This is an optimization exercise on Yosys and OpenROAD, whose aim is small area and a short achievable clock period, not a production implementation. RTL that was checked went through simulation tests only; none was proved equivalent to the original.

==> branch harbor: inputs <==
// ROTATING_VECTORING
module ROTATING_VECTORING(clk, xi, yi, xf, yf);
  input clk;
  input [15:0] xi, yi;
  output [15:0] xf, yf;
  reg [7:0] E;
  wire ad1_m = ~(1'b1);
  wire ad1_p0 = xi[0] ^ (yi[0] ^ ad1_m);
  wire ad1_p1 = xi[1] ^ (yi[1] ^ ad1_m);
  wire ad1_p2 = xi[2] ^ (yi[2] ^ ad1_m);
  wire ad1_p3 = xi[3] ^ (yi[3] ^ ad1_m);
  wire ad1_p4 = xi[4] ^ (yi[4] ^ ad1_m);
  wire ad1_p5 = xi[5] ^ (yi[5] ^ ad1_m);
  wire ad1_p6 = xi[6] ^ (yi[6] ^ ad1_m);
  wire ad1_p7 = xi[7] ^ (yi[7] ^ ad1_m);
  wire ad1_p8 = xi[8] ^ (yi[8] ^ ad1_m);
  wire ad1_p9 = xi[9] ^ (yi[9] ^ ad1_m);
  wire ad1_p10 = xi[10] ^ (yi[10] ^ ad1_m);
  wire ad1_p11 = xi[11] ^ (yi[11] ^ ad1_m);
  wire ad1_p12 = xi[12] ^ (yi[12] ^ ad1_m);
  wire ad1_p13 = xi[13] ^ (yi[13] ^ ad1_m);
  wire ad1_p14 = xi[14] ^ (yi[14] ^ ad1_m);
  wire ad1_p15 = xi[15] ^ (yi[15] ^ ad1_m);
  wire ad1_g0_0 = xi[0] & (yi[0] ^ ad1_m);
  wire ad1_g1_0 = xi[1] & (yi[1] ^ ad1_m);
  wire ad1_g2_0 = xi[2] & (yi[2] ^ ad1_m);
  wire ad1_g3_0 = xi[3] & (yi[3] ^ ad1_m);
  wire ad1_g4_0 = xi[4] & (yi[4] ^ ad1_m);
  wire ad1_g5_0 = xi[5] & (yi[5] ^ ad1_m);
  wire ad1_g6_0 = xi[6] & (yi[6] ^ ad1_m);
  wire ad1_g7_0 = xi[7] & (yi[7] ^ ad1_m);
  wire ad1_g8_0 = xi[8] & (yi[8] ^ ad1_m);
  wire ad1_g9_0 = xi[9] & (yi[9] ^ ad1_m);
  wire ad1_g10_0 = xi[10] & (yi[10] ^ ad1_m);
  wire ad1_g11_0 = xi[11] & (yi[11] ^ ad1_m);
  wire ad1_g12_0 = xi[12] & (yi[12] ^ ad1_m);
  wire ad1_g13_0 = xi[13] & (yi[13] ^ ad1_m);
  wire ad1_g14_0 = xi[14] & (yi[14] ^ ad1_m);
  wire ad1_g15_0 = xi[15] & (yi[15] ^ ad1_m);
  wire ad1_g1_1 = ad1_g1_0 | (ad1_p1 & ad1_g0_0);
  wire ad1_pp1_1 = ad1_p1 & ad1_p0;
  wire ad1_g2_1 = ad1_g2_0 | (ad1_p2 & ad1_g1_0);
  wire ad1_pp2_1 = ad1_p2 & ad1_p1;
  wire ad1_g3_1 = ad1_g3_0 | (ad1_p3 & ad1_g2_0);
  wire ad1_pp3_1 = ad1_p3 & ad1_p2;
  wire ad1_g4_1 = ad1_g4_0 | (ad1_p4 & ad1_g3_0);
  wire ad1_pp4_1 = ad1_p4 & ad1_p3;
  wire ad1_g5_1 = ad1_g5_0 | (ad1_p5 & ad1_g4_0);
  wire ad1_pp5_1 = ad1_p5 & ad1_p4;
  wire ad1_g6_1 = ad1_g6_0 | (ad1_p6 & ad1_g5_0);
  ...
clock: 8.0 ns
lec_check: 0
abc_area: 1
cap_margin: 20
core_margin: 2
core_utilization: 40
setup_slack_margin: 5
slew_margin: 20
run.sh (not shown) runs the stock make flow with config.mk's settings and CLKGATE_MAP_FILE= SYNTH_SCRIPT=/design/flow/synth_recipe.tcl, a recipe that flattens the netlist after the stock synthesis.
==> branch maple (differences from branch harbor) <==
--- a/flow/design.v
+++ b/flow/design.v
@@ -1475,20 +1475,16 @@
   wire ad13_pp13_4 = ad13_pp13_3 & ad13_pp7_3;
   wire ad13_g14_4 = ad13_g14_3 | (ad13_pp14_3 & ad13_g7_3);
   wire ad13_pp14_4 = ad13_pp14_3 & ad13_pp7_3;
   wire ad13_g15_4 = ad13_g15_3 | (ad13_pp15_3 & ad13_g7_3);
   wire ad13_pp15_4 = ad13_pp15_3 & ad13_pp7_3;
   wire [15:0] ad13 = {(ad13_p15 ^ (ad13_g14_4 | (ad13_pp14_4 & ((vx5[15] & (|vx5[4:0])) ^ ad13_m)))), (ad13_p14 ^ (ad13_g13_4 | (ad13_pp13_4 & ((vx5[15] & (|vx5[4:0])) ^ ad13_m)))), (ad13_p13 ^ (ad13_g12_4 | (ad13_pp12_4 & ((vx5[15] & (|vx5[4:0])) ^ ad13_m)))), (ad13_p12 ^ (ad13_g11_4 | (ad13_pp11_4 & ((vx5[15] & (|vx5[4:0])) ^ ad13_m)))), (ad13_p11 ^ (ad13_g10_4 | (ad13_pp10_4 & ((vx5[15] & (|vx5[4:0])) ^ ad13_m)))), (ad13_p10 ^ (ad13_g9_4 | (ad13_pp9_4 & ((vx5[15] & (|vx5[4:0])) ^ ad13_m)))), (ad13_p9 ^ (ad13_g8_4 | (ad13_pp8_4 & ((vx5[15] & (|vx5[4:0])) ^ ad13_m)))), (ad13_p8 ^ (ad13_g7_3 | (ad13_pp7_3 & ((vx5[15] & (|vx5[4:0])) ^ ad13_m)))), (ad13_p7 ^ (ad13_g6_3 | (ad13_pp6_3 & ((vx5[15] & (|vx5[4:0])) ^ ad13_m)))), (ad13_p6 ^ (ad13_g5_3 | (ad13_pp5_3 & ((vx5[15] & (|vx5[4:0])) ^ ad13_m)))), (ad13_p5 ^ (ad13_g4_3 | (ad13_pp4_3 & ((vx5[15] & (|vx5[4:0])) ^ ad13_m)))), (ad13_p4 ^ (ad13_g3_2 | (ad13_pp3_2 & ((vx5[15] & (|vx5[4:0])) ^ ad13_m)))), (ad13_p3 ^ (ad13_g2_2 | (ad13_pp2_2 & ((vx5[15] & (|vx5[4:0])) ^ ad13_m)))), (ad13_p2 ^ (ad13_g1_1 | (ad13_pp1_1 & ((vx5[15] & (|vx5[4:0])) ^ ad13_m)))), (ad13_p1 ^ (ad13_g0_0 | (ad13_p0 & ((vx5[15] & (|vx5[4:0])) ^ ad13_m)))), (ad13_p0 ^ ((vx5[15] & (|vx5[4:0])) ^ ad13_m))};
-  reg [15:6] vx6h;
-  reg vx6z;
-  reg [15:0] vy6;
-  wire [15:0] vx6 = {vx6h, 5'd0, vx6z};
+  reg [15:0] vx6, vy6;
   reg [5:0] vE6;    
   always @(posedge clk) begin
-    vx6h <= ad12[15:6];
-    vx6z <= |ad12[5:0];
+    vx6 <= ad12;
     vy6 <= ad13;
     vE6 <= {ve5, vE5};
   end
   wire ve6 = vy6[15];
   wire ad14_m = ~(ve6);
   wire ad14_p0 = vy6[0] ^ (vx6[6] ^ ad14_m);
- ABC_AREA: 1 -> default
- CORE_UTILIZATION: 40 -> 60
==> branch xenon (differences from branch harbor) <==
--- a/flow/design.v
+++ b/flow/design.v
@@ -1475,20 +1475,16 @@
   wire ad13_pp13_4 = ad13_pp13_3 & ad13_pp7_3;
   wire ad13_g14_4 = ad13_g14_3 | (ad13_pp14_3 & ad13_g7_3);
   wire ad13_pp14_4 = ad13_pp14_3 & ad13_pp7_3;
   wire ad13_g15_4 = ad13_g15_3 | (ad13_pp15_3 & ad13_g7_3);
   wire ad13_pp15_4 = ad13_pp15_3 & ad13_pp7_3;
   wire [15:0] ad13 = {(ad13_p15 ^ (ad13_g14_4 | (ad13_pp14_4 & ((vx5[15] & (|vx5[4:0])) ^ ad13_m)))), (ad13_p14 ^ (ad13_g13_4 | (ad13_pp13_4 & ((vx5[15] & (|vx5[4:0])) ^ ad13_m)))), (ad13_p13 ^ (ad13_g12_4 | (ad13_pp12_4 & ((vx5[15] & (|vx5[4:0])) ^ ad13_m)))), (ad13_p12 ^ (ad13_g11_4 | (ad13_pp11_4 & ((vx5[15] & (|vx5[4:0])) ^ ad13_m)))), (ad13_p11 ^ (ad13_g10_4 | (ad13_pp10_4 & ((vx5[15] & (|vx5[4:0])) ^ ad13_m)))), (ad13_p10 ^ (ad13_g9_4 | (ad13_pp9_4 & ((vx5[15] & (|vx5[4:0])) ^ ad13_m)))), (ad13_p9 ^ (ad13_g8_4 | (ad13_pp8_4 & ((vx5[15] & (|vx5[4:0])) ^ ad13_m)))), (ad13_p8 ^ (ad13_g7_3 | (ad13_pp7_3 & ((vx5[15] & (|vx5[4:0])) ^ ad13_m)))), (ad13_p7 ^ (ad13_g6_3 | (ad13_pp6_3 & ((vx5[15] & (|vx5[4:0])) ^ ad13_m)))), (ad13_p6 ^ (ad13_g5_3 | (ad13_pp5_3 & ((vx5[15] & (|vx5[4:0])) ^ ad13_m)))), (ad13_p5 ^ (ad13_g4_3 | (ad13_pp4_3 & ((vx5[15] & (|vx5[4:0])) ^ ad13_m)))), (ad13_p4 ^ (ad13_g3_2 | (ad13_pp3_2 & ((vx5[15] & (|vx5[4:0])) ^ ad13_m)))), (ad13_p3 ^ (ad13_g2_2 | (ad13_pp2_2 & ((vx5[15] & (|vx5[4:0])) ^ ad13_m)))), (ad13_p2 ^ (ad13_g1_1 | (ad13_pp1_1 & ((vx5[15] & (|vx5[4:0])) ^ ad13_m)))), (ad13_p1 ^ (ad13_g0_0 | (ad13_p0 & ((vx5[15] & (|vx5[4:0])) ^ ad13_m)))), (ad13_p0 ^ ((vx5[15] & (|vx5[4:0])) ^ ad13_m))};
-  reg [15:6] vx6h;
-  reg vx6z;
-  reg [15:0] vy6;
-  wire [15:0] vx6 = {vx6h, 5'd0, vx6z};
+  reg [15:0] vx6, vy6;
   reg [5:0] vE6;    
   always @(posedge clk) begin
-    vx6h <= ad12[15:6];
-    vx6z <= |ad12[5:0];
+    vx6 <= ad12;
     vy6 <= ad13;
     vE6 <= {ve5, vE5};
   end
   wire ve6 = vy6[15];
   wire ad14_m = ~(ve6);
   wire ad14_p0 = vy6[0] ^ (vx6[6] ^ ad14_m);
- ABC_AREA: 1 -> default
==> qor summary <==
quantity	branch xenon	branch harbor	branch maple
Flip-flop and latch share of the layout cell area	0.263	0.249	0.265
Post-DR vias/cell	5.02	4.81	5.66
Status	finished clean	finished clean	finished clean
Total Die Area	77800 um2	87700 um2	52200 um2
Met3 wirelength from detailed routing	1850 um	2310 um	2500 um
Detailed placement HPWL	48900 um	64400 um	52800 um
Largest net degree at the start of global routing	38	61	38
Met2 Routed Length	32200 um	38000 um	36200 um
Tmin final	3370 ps	2920 ps	3370 ps
Total clock buffers created by CTS	54	55	52
Number of resized instances in the post-cts repair step	221	66	211
Total non-filler cell area in the finished layout	36700 um2	38300 um2	36400 um2
Hold-critical path endpoint	E[2]	E[0]	vE6[3]
Met2 usage in global routing	0.294	0.328	0.477
Critical path origin	ve0	xi[9]	xi[0]
CP Capture Point	vy2[15]	rx1[14]	rx1[14]
Crit path buffers/inverters	1	3	1
Width of the die	279 um	296 um	228 um
CLK BUF	74	70	64
Proportion of synthesized area in mux cells	0.0154	0.000330	0.0154
The RTL of branch maple and branch xenon was laid out without a check of its function.

afterwards: timing with drivers on the ports:
How much do the figures lean on ideal ports? The routed layouts below were timed once more, with nothing changed but the port constraints.
Step 1 (the two cells are an assumption about what drives the block):
set clk [get_ports {clk}]
set_driving_cell -lib_cell sky130_fd_sc_hd__clkbuf_16 $clk
set_driving_cell -lib_cell sky130_fd_sc_hd__buf_2 [delete_from_list [all_inputs] $clk]
Step 2, shift: input delay + t, output delay - t, t = (earliest + latest rising clock arrival at the registers) / 2. This alone moves slack from input paths to output paths.
Slacks: ideal ports / drivers / drivers and shift; pairs: ideal ports / drivers.
run | t (ns) | setup slack, ns | worst setup path after step 2 | clock arrival spread, ns | cell pins on the clock port's net
branch harbor | 0.665 | 5.080 / 5.121 / 4.455 | input to register | 0.031 / 0.031 | 1
branch maple | 0.655 | 4.635 / 4.637 / 3.983 | input to register | 0.019 / 0.018 | 1
branch xenon | 0.652 | 4.633 / 4.633 / 4.024 | input to register | 0.020 / 0.020 | 1
After both steps every run listed still meets setup and hold. For branch maple, which loses most, drivers alone change the setup slack by +0.002 ns; drivers and shift together by -0.652 ns.
